Background: an optimization exercise with open tools, aiming at small area, a short achievable clock period and few clock cycles. Do not read the settings as production practice.
The RTL was checked by simulation tests, not by an equivalence proof against the original design.

==> lagoon <==
==> flow/design.v <==
module ge8 (input [7:0] a, b, output y);
wire [7:0] g1 = a & ~b;
wire [7:0] e1 = a | ~b;
wire [3:0] g2, e2;
wire [1:0] g4, e4;
genvar i;
generate
    for (i = 0; i < 4; i = i + 1) begin : l2
        assign g2[i] = g1[2*i+1] | e1[2*i+1] & g1[2*i];
        assign e2[i] = g1[2*i+1] | e1[2*i+1] & e1[2*i];
    end
    for (i = 0; i < 2; i = i + 1) begin : l4
        assign g4[i] = g2[2*i+1] | e2[2*i+1] & g2[2*i];
        assign e4[i] = g2[2*i+1] | e2[2*i+1] & e2[2*i];
    end
endgenerate
assign y = g4[1] | e4[1] & e4[0];
endmodule
module ipdc (                        
	input         i_clk,
	input         i_rst_n,
	input         i_op_valid,
	input  [ 2:0] i_op_mode,
	input         i_in_valid,
	input  [23:0] i_in_data,
	output        o_in_ready,
	output        o_out_valid,
	output [23:0] o_out_data
);
reg  [1535:0] ring;
wire [  23:0] rp [0:63];
genvar gi;
generate
    for (gi = 0; gi < 64; gi = gi + 1) begin : g_rp
        assign rp[gi] = ring[24*gi +: 24];
    end
endgenerate
wire        ld_first;        
reg         med_ins;         
reg  [ 5:0] ins_cnt;         
wire [23:0] med_res;
wire [23:0] ring_in = med_ins ? med_res : (i_in_valid ? i_in_data : rp[0]);
always @(posedge i_clk) begin
    ring <= {ring_in, ring[1535:24]};
end
reg [5:0] B;
always @(posedge i_clk or negedge i_rst_n) begin
    if (!i_rst_n)               B <= 6'd0;
    else if (ld_first)          B <= 6'd63;
    else                        B <= B - 6'd1;
end
wire op_load = i_op_valid & (i_op_mode == 3'd0);
wire op_disp = i_op_valid & (i_op_mode != 3'd0) & ~i_op_mode[2] | i_op_valid & (i_op_mode == 3'd4);
wire op_med  = i_op_valid & (i_op_mode == 3'd5);
wire op_cs   = i_op_valid & (i_op_mode[2:1] == 2'b11);
reg  in_ready_r, ld_pend;
wire ld_want = op_load | ld_pend;
wire ld_free = ~med_ins | (ins_cnt == 6'd63);    
always @(posedge i_clk or negedge i_rst_n) begin
    if (!i_rst_n) begin
        in_ready_r <= 1'b0;
        ld_pend    <= 1'b0;
    end
    else begin
        in_ready_r <= ld_want & ld_free;
        ld_pend    <= ld_want & ~ld_free;
    end
end
assign o_in_ready = in_ready_r;
reg [5:0] icnt;
reg       icnt0, icnt63;     
always @(posedge i_clk or negedge i_rst_n) begin
    if (!i_rst_n) begin
        icnt     <= 6'd0;
        icnt0    <= 1'b1;
        icnt63   <= 1'b0;
    end
    else begin
        if (i_in_valid) begin
            icnt   <= icnt + 6'd1;
            icnt0  <= (icnt == 6'd63);
            icnt63 <= (icnt == 6'd62);
        end
    end
end
assign ld_first = i_in_valid & icnt0;
wire ld_done = i_in_valid & icnt63;
reg       med_pend;
reg       b_is1;             
always @(posedge i_clk or negedge i_rst_n) begin
    if (!i_rst_n) b_is1 <= 1'b0;
    else          b_is1 <= (B[2:0] == 3'd2) & ~ld_first;
end
wire      med_go = (med_pend | op_med) & b_is1 & ~med_ins;
always @(posedge i_clk or negedge i_rst_n) begin
    if (!i_rst_n) begin
        med_pend <= 1'b0;
        med_ins  <= 1'b0;
        ins_cnt  <= 6'd0;
    end
    else begin
        if (med_go) begin
            med_ins  <= 1'b1;
            ins_cnt  <= 6'd0;
            med_pend <= 1'b0;
        end
        else begin
            if (op_med) med_pend <= 1'b1;
            if (med_ins) begin
                ins_cnt <= ins_cnt + 6'd1;
                if (ins_cnt == 6'd63) med_ins <= 1'b0;
            end
        end
    end
end
wire med_done = med_ins & (ins_cnt == 6'd59);
wire [5:0] m_next = 6'd9 - B;
wire [5:0] n_now  = 6'd7 - B;
wire [23:0] med3c;
reg  [191:0] sv;             
wire         sv_cap = med_ins & (ins_cnt[5:3] == 3'd0);
always @(posedge i_clk) sv <= {sv[167:0], sv_cap ? rp[0] : sv[191:168]};
reg          sv_sel;         
always @(posedge i_clk or negedge i_rst_n) begin
    if (!i_rst_n) sv_sel <= 1'b0;
    else          sv_sel <= med_ins & (ins_cnt >= 6'd47) & (ins_cnt <= 6'd54);
end
wire [23:0] bot_raw = sv_sel ? sv[191:168] : rp[16];
function ge8f(input [7:0] a, input [7:0] b);
    integer j;
    begin
        ge8f = 1'b1;
        for (j = 0; j < 8; j = j + 1)
            ge8f = (a[j] & ~b[j]) | ((a[j] | ~b[j]) & ge8f);
    end
endfunction
generate
    for (gi = 0; gi < 3; gi = gi + 1) begin : g_med
        reg mtop, mbot, lz, rz;
        always @(posedge i_clk) begin
            mtop <= (m_next[5:3] == 3'd0);
            mbot <= (m_next[5:3] == 3'd7);
            lz   <= (n_now[2:0] == 3'd0);
            rz   <= (n_now[2:0] == 3'd7);
        end
        wire [7:0] top = rp[0][8*gi +: 8]   & {8{~mtop}};
        wire [7:0] mid = rp[8][8*gi +: 8];
        wire [7:0] bot = bot_raw[8*gi +: 8] & {8{~mbot}};
        wire ab, ac, bc;
        ge8 u_ab (.a(top), .b(mid), .y(ab));
        ge8 u_ac (.a(top), .b(bot), .y(ac));
        ge8 u_bc (.a(mid), .b(bot), .y(bc));
        wire [7:0] h0 = (ab & ac)   ? top : (bc  ? mid : bot);
        wire [7:0] l0 = (~ab & ~ac) ? top : (~bc ? mid : bot);
        wire [7:0] m0 = ab ? (bc ? mid : (ac ? bot : top)) : (ac ? top : (bc ? bot : mid));
        reg [7:0] l1, m1, h1;    
        reg [7:0] l2, m2, h2;    
        reg [7:0] m3;            
        reg [7:0] lp, hp;        
        reg       c32;           
        always @(posedge i_clk) begin
            {l1, m1, h1} <= {l0, m0, h0};
            {l2, m2, h2} <= {l1, m1, h1};
            m3 <= m2;
        end
        wire g21l = ge8f(l2, l1), g21m = ge8f(m2, m1), g21h = ge8f(h2, h1);
        wire g31m = ge8f(m3, m1), gpl  = ge8f(lp, l1), gph  = ge8f(hp, h1);
        wire [7:0] l21 = g21l ? l2 : l1;         
        wire [7:0] h21 = g21h ? h1 : h2;         
        always @(posedge i_clk) begin
            lp  <= l21;
            hp  <= h21;
            c32 <= g21m;
        end
        wire [7:0] mx = lz ? l21 : rz ? lp : (gpl ? lp : l1);
        wire [7:0] mn = (lz | rz) ? 8'd0 : (gph ? h1 : hp);
        wire [7:0] md3 = c32 ? (g21m ? m2 : (g31m ? m1 : m3)) : (g31m ? m3 : (g21m ? m1 : m2));
        wire [7:0] md  = lz ? (g21m ? m1 : m2) : rz ? (c32 ? m2 : m3) : md3;
        reg [7:0] s_mx, s_md, s_mn;
        always @(posedge i_clk) {s_mx, s_md, s_mn} <= {mx, md, mn};
        wire fab, fac, fbc;
        ge8 u_fab (.a(s_mx), .b(s_md), .y(fab));
        ge8 u_fac (.a(s_mx), .b(s_mn), .y(fac));
        ge8 u_fbc (.a(s_md), .b(s_mn), .y(fbc));
        reg [7:0] med;
        always @(posedge i_clk)
            med <= fab ? (fbc ? s_md : (fac ? s_mn : s_mx)) : (fac ? s_mx : (fbc ? s_mn : s_md));
        assign med3c[8*gi +: 8] = med;
    end
endgenerate
reg [23:0] md4, md5, md6, md7;
always @(posedge i_clk) begin
    md4 <= med3c;
    md5 <= md4;
    md6 <= md5;
    md7 <= md6;
end
assign med_res = md7;
reg [2:0] ox, oy;
reg       ymode;
wire [2:0] ox1 = (ox < 3'd4) ? ox + 3'd1 : ox;
wire [2:0] oy2 = (oy < 3'd4) ? oy + 3'd1 : oy;
reg [5:0] cq1, cq2, cq3, cq4;
always @(posedge i_clk) begin
    cq1 <= B - 6'd2 + {oy, ox1};
    cq2 <= B - 6'd2 + {oy2, ox};
    cq3 <= B - 6'd2;
    cq4 <= B + 6'd16;
end
reg       dreq;
reg [1:0] dsel;
always @(posedge i_clk or negedge i_rst_n) begin
    if (!i_rst_n) begin
        dreq <= 1'b0;
        dsel <= 2'd0;
    end
    else begin
        dreq <= op_disp;
        dsel <= i_op_mode[1:0];
    end
end
reg [5:0] q_is;
always @(*) begin
    case (i_op_mode[1:0])
        2'd1:    q_is = cq1;
        2'd2:    q_is = cq2;
        2'd3:    q_is = cq3;
        default: q_is = cq4;
    endcase
end
reg        dact;
reg [5:0]  dq;
reg [3:0]  cnt;
wire       run = dact & (dq[1:0] == 2'd2);
always @(posedge i_clk or negedge i_rst_n) begin
    if (!i_rst_n) begin
        ox    <= 3'd0;
        oy    <= 3'd0;
        ymode <= 1'b0;
        dact  <= 1'b0;
        dq    <= 6'd0;
        cnt   <= 4'd0;
    end
    else begin
        if (op_cs) ymode <= ~i_op_mode[0];
        if (dreq) begin
            case (dsel)
                2'd1:    begin ox <= ox1;  end
                2'd2:    begin oy <= oy2;  end
                2'd3:    begin ox <= 3'd0; oy <= 3'd0; end
                default: begin ox <= 3'd2; oy <= 3'd2; end
            endcase
        end
        if (op_disp) begin
            dact <= 1'b1;
            dq   <= q_is;
            cnt  <= 4'd0;
        end
        else if (dact) begin
            if (run) begin
                cnt <= cnt + 4'd1;
                if (cnt[1:0] == 2'd3) dq[5:2] <= dq[5:2] + 4'd1;
                if (cnt == 4'd15)     dact <= 1'b0;
            end
            else begin
                dq <= dq - 6'd1;
            end
        end
    end
end
reg [23:0] pix;
integer k;
always @(*) begin
    pix = 24'd0;
    for (k = 0; k < 16; k = k + 1)
        pix = pix | (rp[4*k + 2'd2] & {24{dq[5:2] == k}});
end
function [21:0] csa11(input [10:0] a, input [10:0] b, input [10:0] c);
    csa11 = {(a & b | a & c | b & c) << 1, a ^ b ^ c};
endfunction
wire [7:0]  pr = pix[7:0], pg = pix[15:8], pb = pix[23:16];
wire [21:0] y_cs  = csa11({2'b0, pr, 1'b0}, {1'b0, pg, 2'b0}, {3'b0, pg});
wire [21:0] cb_cs = csa11({1'b0, pb, 2'b0}, ~{2'b0, pg, 1'b0}, ~{3'b0, pr});
wire [21:0] cr_cs = csa11({1'b0, pr, 2'b0}, ~{2'b0, pg, 1'b0}, ~{3'b0, pg});
reg  [21:0] y_r, cb_r, cr_r;
reg  [ 7:0] b_r;
always @(posedge i_clk) begin
    y_r  <= y_cs;
    cb_r <= cb_cs;
    cr_r <= cr_cs;
    b_r  <= pb;
end
wire [10:0] y_s  = y_r[10:0]  + y_r[21:11]  + 11'd4;
wire [10:0] cb_s = cb_r[10:0] + cb_r[21:11] + 11'd1030;
wire [10:0] cr_f = cr_r[10:0] + cr_r[21:11] + ~{3'b0, b_r} + 11'd1031;
reg [23:0] od;
reg        ov, pv1;
always @(posedge i_clk) od <= ymode ? {cr_f[10:3], cb_s[10:3], y_s[10:3]} : pix;
always @(posedge i_clk or negedge i_rst_n) begin
    if (!i_rst_n) begin
        pv1 <= 1'b0;
        ov  <= 1'b0;
    end
    else begin
        pv1 <= run;
        ov  <= (ymode ? pv1 : run) | ld_done | med_done | op_cs;
    end
end
assign o_out_valid = ov;
assign o_out_data  = od;
endmodule
==> flow/flow/run.sh <==
#!/bin/bash
# Standard ORFS layout; timing repair aims for a setup slack of 6.75 ns
# against the 10 ns clock, i.e. for a cycle of about 3.25 ns.
bash standard.sh SETUP_SLACK_MARGIN=6.75 finish > standard.log 2>&1
==> flow/standard.sh <==
#!/bin/bash
# synth_recipe.tcl (not shown) runs the flow's synth.tcl, then flattens the netlist and writes it again
# the make line also repeats each setting of config.mk as NAME=value (left out here)
make -C /OpenROAD-flow-scripts/flow DESIGN_CONFIG=/design/flow/config.mk WORK_HOME=/design/flow/orfs CLKGATE_MAP_FILE= SYNTH_SCRIPT=/design/flow/synth_recipe.tcl "${@:-finish}"
==> flow/config.mk <==
export PLATFORM = sky130hd
export DESIGN_NAME = ipdc
export DESIGN_NICKNAME = ipdc
export VERILOG_FILES = /design/flow/design.v
export SDC_FILE = /design/flow/constraint.sdc
export NUM_CORES = 4
export LEC_CHECK = 0
export CAP_MARGIN = 20
export CORE_MARGIN = 2
export CORE_UTILIZATION = 40
export CTS_CLUSTER_DIAMETER = 80
export CTS_CLUSTER_SIZE = 30
export SLEW_MARGIN = 20
export SYNTH_HIERARCHICAL = 1
export SYNTH_MINIMUM_KEEP_SIZE = 0
==> flow/constraint.sdc <==
create_clock -name core_clock -period 10.0 [get_ports {i_clk}]
set_input_delay 2.0000 -clock core_clock [delete_from_list [all_inputs] [get_ports {i_clk}]]
set_output_delay 2.0000 -clock core_clock [all_outputs]
set_load 0.01 [all_outputs]
==> willow: changes against lagoon <==
--- a/flow/design.v
+++ b/flow/design.v
@@ -16,6 +16,82 @@
 endgenerate
 assign y = g4[1] | e4[1] & e4[0];
 endmodule
+module sort3_8 (
+    input  [7:0] a, b, c,
+    output [7:0] lo, md, hi
+);
+wire ab, ac, bc;
+ge8 u_ab (.a(a), .b(b), .y(ab));
+ge8 u_ac (.a(a), .b(c), .y(ac));
+ge8 u_bc (.a(b), .b(c), .y(bc));
+assign hi = (ab & ac)   ? a : (bc  ? b : c);
+assign lo = (~ab & ~ac) ? a : (~bc ? b : c);
+assign md = ab ? (bc ? b : (ac ? c : a)) : (ac ? a : (bc ? c : b));
+endmodule
+module max3_8 (input [7:0] a, b, c, output [7:0] y);
+wire ab, ac, bc;
+ge8 u_ab (.a(a), .b(b), .y(ab));
+ge8 u_ac (.a(a), .b(c), .y(ac));
+ge8 u_bc (.a(b), .b(c), .y(bc));
+assign y = (ab & ac) ? a : (bc ? b : c);
+endmodule
+module min3_8 (input [7:0] a, b, c, output [7:0] y);
+wire ab, ac, bc;
+ge8 u_ab (.a(a), .b(b), .y(ab));
+ge8 u_ac (.a(a), .b(c), .y(ac));
+ge8 u_bc (.a(b), .b(c), .y(bc));
+assign y = (~ab & ~ac) ? a : (~bc ? b : c);
+endmodule
+module med3_8 (input [7:0] a, b, c, output [7:0] y);
+wire ab, ac, bc;
+ge8 u_ab (.a(a), .b(b), .y(ab));
+ge8 u_ac (.a(a), .b(c), .y(ac));
+ge8 u_bc (.a(b), .b(c), .y(bc));
+assign y = ab ? (bc ? b : (ac ? c : a)) : (ac ? a : (bc ? c : b));
+endmodule
+module median_ch (
+    input        clk,
+    input  [7:0] top, mid, bot,      
+    input        lz, rz,             
+    output reg [7:0] med             
+);
+wire [7:0] l0, m0, h0;
+sort3_8 u_sort (.a(top), .b(mid), .c(bot), .lo(l0), .md(m0), .hi(h0));
+reg [7:0] l1, m1, h1;    
+reg [7:0] l2, m2, h2;    
+reg [7:0] m3;            
+reg [7:0] lp, hp;        
+reg       c32;           
+always @(posedge clk) begin
+    {l1, m1, h1} <= {l0, m0, h0};
+    {l2, m2, h2} <= {l1, m1, h1};
+    m3 <= m2;
+end
+wire g21l, g21m, g21h, g31m;
+ge8 u_g21l (.a(l2), .b(l1), .y(g21l));
+ge8 u_g21m (.a(m2), .b(m1), .y(g21m));
+ge8 u_g21h (.a(h2), .b(h1), .y(g21h));
+ge8 u_g31m (.a(m3), .b(m1), .y(g31m));
+wire [7:0] l21 = g21l ? l2 : l1;         
+wire [7:0] h21 = g21h ? h1 : h2;         
+wire gpl, gph;
+ge8 u_gpl (.a(lp), .b(l1), .y(gpl));
+ge8 u_gph (.a(hp), .b(h1), .y(gph));
+always @(posedge clk) begin
+    lp  <= l21;
+    hp  <= h21;
+    c32 <= g21m;
+end
+wire [7:0] mx = lz ? l21 : rz ? lp : (gpl ? lp : l1);
+wire [7:0] mn = (lz | rz) ? 8'd0 : (gph ? h1 : hp);
+wire [7:0] md3 = c32 ? (g21m ? m2 : (g31m ? m1 : m3)) : (g31m ? m3 : (g21m ? m1 : m2));
+wire [7:0] md = lz ? (g21m ? m1 : m2) : rz ? (c32 ? m2 : m3) : md3;
+reg [7:0] s_mx, s_md, s_mn;
+always @(posedge clk) {s_mx, s_md, s_mn} <= {mx, md, mn};
+wire [7:0] fin;
+med3_8 u_fin (.a(s_mx), .b(s_md), .c(s_mn), .y(fin));
+always @(posedge clk) med <= fin;
+endmodule
 module ipdc (                        
 	input         i_clk,
 	input         i_rst_n,
@@ -37,7 +113,6 @@
 endgenerate
 wire        ld_first;        
 reg         med_ins;         
-reg  [ 5:0] ins_cnt;         
 wire [23:0] med_res;
 wire [23:0] ring_in = med_ins ? med_res : (i_in_valid ? i_in_data : rp[0]);
 always @(posedge i_clk) begin
@@ -53,18 +128,10 @@
 wire op_disp = i_op_valid & (i_op_mode != 3'd0) & ~i_op_mode[2] | i_op_valid & (i_op_mode == 3'd4);
 wire op_med  = i_op_valid & (i_op_mode == 3'd5);
 wire op_cs   = i_op_valid & (i_op_mode[2:1] == 2'b11);
-reg  in_ready_r, ld_pend;
-wire ld_want = op_load | ld_pend;
-wire ld_free = ~med_ins | (ins_cnt == 6'd63);    
+reg in_ready_r;
 always @(posedge i_clk or negedge i_rst_n) begin
-    if (!i_rst_n) begin
-        in_ready_r <= 1'b0;
-        ld_pend    <= 1'b0;
-    end
-    else begin
-        in_ready_r <= ld_want & ld_free;
-        ld_pend    <= ld_want & ~ld_free;
-    end
+    if (!i_rst_n) in_ready_r <= 1'b0;
+    else          in_ready_r <= op_load;
 end
 assign o_in_ready = in_ready_r;
 reg [5:0] icnt;
@@ -86,6 +153,7 @@
 assign ld_first = i_in_valid & icnt0;
 wire ld_done = i_in_valid & icnt63;
 reg       med_pend;
+reg [5:0] ins_cnt;
 reg       b_is1;             
 always @(posedge i_clk or negedge i_rst_n) begin
     if (!i_rst_n) b_is1 <= 1'b0;
@@ -113,7 +181,7 @@
         end
     end
 end
-wire med_done = med_ins & (ins_cnt == 6'd59);
+wire med_done = med_ins & (ins_cnt == 6'd61);
 wire [5:0] m_next = 6'd9 - B;
 wire [5:0] n_now  = 6'd7 - B;
 wire [23:0] med3c;
@@ -126,14 +194,6 @@
     else          sv_sel <= med_ins & (ins_cnt >= 6'd47) & (ins_cnt <= 6'd54);
 end
 wire [23:0] bot_raw = sv_sel ? sv[191:168] : rp[16];
-function ge8f(input [7:0] a, input [7:0] b);
-    integer j;
-    begin
-        ge8f = 1'b1;
-        for (j = 0; j < 8; j = j + 1)
-            ge8f = (a[j] & ~b[j]) | ((a[j] | ~b[j]) & ge8f);
-    end
-endfunction
 generate
     for (gi = 0; gi < 3; gi = gi + 1) begin : g_med
         reg mtop, mbot, lz, rz;
@@ -143,49 +203,15 @@
             lz   <= (n_now[2:0] == 3'd0);
             rz   <= (n_now[2:0] == 3'd7);
         end
-        wire [7:0] top = rp[0][8*gi +: 8]   & {8{~mtop}};
-        wire [7:0] mid = rp[8][8*gi +: 8];
-        wire [7:0] bot = bot_raw[8*gi +: 8] & {8{~mbot}};
-        wire ab, ac, bc;
-        ge8 u_ab (.a(top), .b(mid), .y(ab));
-        ge8 u_ac (.a(top), .b(bot), .y(ac));
-        ge8 u_bc (.a(mid), .b(bot), .y(bc));
-        wire [7:0] h0 = (ab & ac)   ? top : (bc  ? mid : bot);
-        wire [7:0] l0 = (~ab & ~ac) ? top : (~bc ? mid : bot);
-        wire [7:0] m0 = ab ? (bc ? mid : (ac ? bot : top)) : (ac ? top : (bc ? bot : mid));
-        reg [7:0] l1, m1, h1;    
-        reg [7:0] l2, m2, h2;    
-        reg [7:0] m3;            
-        reg [7:0] lp, hp;        
-        reg       c32;           
-        always @(posedge i_clk) begin
-            {l1, m1, h1} <= {l0, m0, h0};
-            {l2, m2, h2} <= {l1, m1, h1};
-            m3 <= m2;
-        end
-        wire g21l = ge8f(l2, l1), g21m = ge8f(m2, m1), g21h = ge8f(h2, h1);
-        wire g31m = ge8f(m3, m1), gpl  = ge8f(lp, l1), gph  = ge8f(hp, h1);
-        wire [7:0] l21 = g21l ? l2 : l1;         
-        wire [7:0] h21 = g21h ? h1 : h2;         
-        always @(posedge i_clk) begin
-            lp  <= l21;
-            hp  <= h21;
-            c32 <= g21m;
-        end
-        wire [7:0] mx = lz ? l21 : rz ? lp : (gpl ? lp : l1);
-        wire [7:0] mn = (lz | rz) ? 8'd0 : (gph ? h1 : hp);
-        wire [7:0] md3 = c32 ? (g21m ? m2 : (g31m ? m1 : m3)) : (g31m ? m3 : (g21m ? m1 : m2));
-        wire [7:0] md  = lz ? (g21m ? m1 : m2) : rz ? (c32 ? m2 : m3) : md3;
-        reg [7:0] s_mx, s_md, s_mn;
-        always @(posedge i_clk) {s_mx, s_md, s_mn} <= {mx, md, mn};
-        wire fab, fac, fbc;
-        ge8 u_fab (.a(s_mx), .b(s_md), .y(fab));
-        ge8 u_fac (.a(s_mx), .b(s_mn), .y(fac));
-        ge8 u_fbc (.a(s_md), .b(s_mn), .y(fbc));
-        reg [7:0] med;
-        always @(posedge i_clk)
-            med <= fab ? (fbc ? s_md : (fac ? s_mn : s_mx)) : (fac ? s_mx : (fbc ? s_mn : s_md));
-        assign med3c[8*gi +: 8] = med;
+        median_ch u_ch (
+            .clk (i_clk),
+            .top (rp[0][8*gi +: 8]  & {8{~mtop}}),
+            .mid (rp[8][8*gi +: 8]),
+            .bot (bot_raw[8*gi +: 8] & {8{~mbot}}),
+            .lz  (lz),
+            .rz  (rz),
+            .med (med3c[8*gi +: 8])
+        );
     end
 endgenerate
 reg [23:0] md4, md5, md6, md7;
- CAP_MARGIN: 20 -> 10
- CORE_UTILIZATION: 40 -> 50
- CTS_CLUSTER_DIAMETER: 80 -> 120
- SLEW_MARGIN: 20 -> 10
- SYNTH_HIERARCHICAL: 1 -> default
- SYNTH_MINIMUM_KEEP_SIZE: 0 -> default
==> xenon: changes against lagoon <==
==> flow/flow/run.sh (replaced) <==
#!/bin/bash
# Standard ORFS layout with two changes:
#  - timing repair aims for a setup slack of 6.85 ns against the 10 ns clock
#    (a cycle of about 3.15 ns), and ports are buffered with buf_6;
#  - after the floorplan, the registers that drive output ports are given
#    their strongest drive (same cell type, larger size), see size_io.tcl.
set -euo pipefail
M=SETUP_SLACK_MARGIN=6.85
B='BUFFER_PORTS_ARGS=-buffer_cell sky130_fd_sc_hd__buf_6'
bash standard.sh "$M" "$B" floorplan > standard_floorplan.log 2>&1
openroad -no_init -exit flow/size_io.tcl > size_io.log 2>&1
bash standard.sh "$M" "$B" finish > standard_finish.log 2>&1
==> flow/flow/size_io.tcl (new file) <==
# Upsize the flip-flops that drive output ports in the floorplanned design.
set odb orfs/results/sky130hd/ipdc/base/2_floorplan.odb
read_liberty $::env(FLOW_HOME)/platforms/sky130hd/lib/sky130_fd_sc_hd__tt_025C_1v80.lib
read_db $odb
foreach inst [get_cells *] {
    set name [get_name $inst]
    if {![regexp {^(ov|in_ready_r|od\[[0-9]+\])\$} $name]} { continue }
    set cell [get_property [get_lib_cells -of_objects $inst] name]
    if {$cell eq "sky130_fd_sc_hd__dfrtp_1"} {
        replace_cell $inst sky130_fd_sc_hd__dfrtp_4
        puts "upsized $name to dfrtp_4"
    } elseif {$cell eq "sky130_fd_sc_hd__dfxtp_1"} {
        replace_cell $inst sky130_fd_sc_hd__dfxtp_4
        puts "upsized $name to dfxtp_4"
    }
}
write_db $odb
==> results.py <==
metrics = {
    "outcome": {
        "outcome": "complete, no violations",
    },
    "placed_design": {
        "hpwlAfterDp_mm": 89.7,
        "place_area_sq_um": 67800,
    },
    "layout": {
        "clock_cell_area_share_pct": 3.96,
        "area_growth_pct": 10.9,
        "multi_input_area_sq_um": 17300,
        "nonClkBufAreaFrac_pct": 1.95,
    },
    "grt": {
        "grtUsageMet3_pct": 2.46,
        "grt_start_max_net_pins": 53,
    },
    "routing": {
        "finalWirelength_mm": 137,
        "first_iter_violations": 2478,
        "viasPerCell": 4.83,
    },
    "cts": {
        "clkLatencyLatePin_ns": 0.73,
        "cts_resized": 95,
    },
    "critical_path": {
        "path_cells": "buf_6",
    },
    "synth": {
        "synth-compound-area-share_pct": 10.1,
    },
    "floorplan": {
        "die_w_microns": 406,
    },
}
# the run above: xenon

==> results.py <==
metrics = {
    "floorplan": {
        "die_w_microns": 360,
    },
    "routing": {
        "first_iter_violations": 2747,
        "finalWirelength_mm": 130,
    },
    "outcome": {
        "outcome": "complete, no violations",
    },
    "placed_design": {
        "hpwlAfterDp_mm": 88.6,
        "place_area_sq_um": 65700,
    },
    "layout": {
        "nonClkBufAreaFrac_pct": 1.41,
        "multi_input_area_sq_um": 16000,
    },
    "grt": {
        "grt_start_max_net_pins": 64,
    },
    "critical_path": {
        "path_cells": "buf_2",
    },
}
# the run above: willow

==> results.py <==
metrics = {
    "critical_path": {
        "path_cells": "buf_2",
    },
    "routing": {
        "finalWirelength_mm": 135,
        "first_iter_violations": 2837,
        "viasPerCell": 4.83,
    },
    "layout": {
        "clock_cell_area_share_pct": 4.04,
        "area_growth_pct": 10.0,
        "nonClkBufAreaFrac_pct": 1.49,
    },
    "synth": {
        "synth-compound-area-share_pct": 10.1,
    },
    "outcome": {
        "outcome": "complete, no violations",
    },
    "cts": {
        "cts_resized": 177,
        "clkLatencyLatePin_ns": 0.75,
    },
    "placed_design": {
        "hpwlAfterDp_mm": 89.4,
        "place_area_sq_um": 67600,
    },
    "power_and_ir_drop": {
        "pg_clk_mw": 4.69,
    },
    "floorplan": {
        "die_w_microns": 406,
    },
    "grt": {
        "grtUsageMet3_pct": 2.20,
    },
}
# the run above: lagoon

Testbench counts of lagoon, summed over its fixed seeds: cycles 13,349.
Testbench counts of willow, summed over its fixed seeds: cycles 13,449.
Testbench counts of xenon, summed over its fixed seeds: cycles 13,349.

re-timing with driven ports:
In the flow no input, the clock included, has a driving cell. The finished layouts below were timed again as built, in two steps. Step 1 assumes that a clkbuf_16 drives the clock port and a buf_2 every other input. Step 2, shift: input delay + t, output delay - t, t = (earliest + latest rising clock arrival at the registers) / 2. This alone moves slack from input paths to output paths. Slacks: ideal / step 1 / step 2; pairs: ideal / step 1.
run	shift t [ns]	slack for setup (ns)	hold slack, ns	latest minus earliest clock arrival (ns)
lagoon	0.817	6.696 / 6.611 / 6.210	0.314 / 0.314 / 0.314	0.044 / 0.045
willow	0.772	6.748 / 6.677 / 6.304	0.315 / 0.315 / 0.315	0.044 / 0.044
xenon	0.802	6.652 / 6.568 / 6.779	0.311 / 0.311 / 0.311	0.047 / 0.047
After both steps every run listed still meets setup and hold. The setup slack of lagoon, which loses most, moves by -0.085 ns with the drivers and by -0.486 ns with both steps.
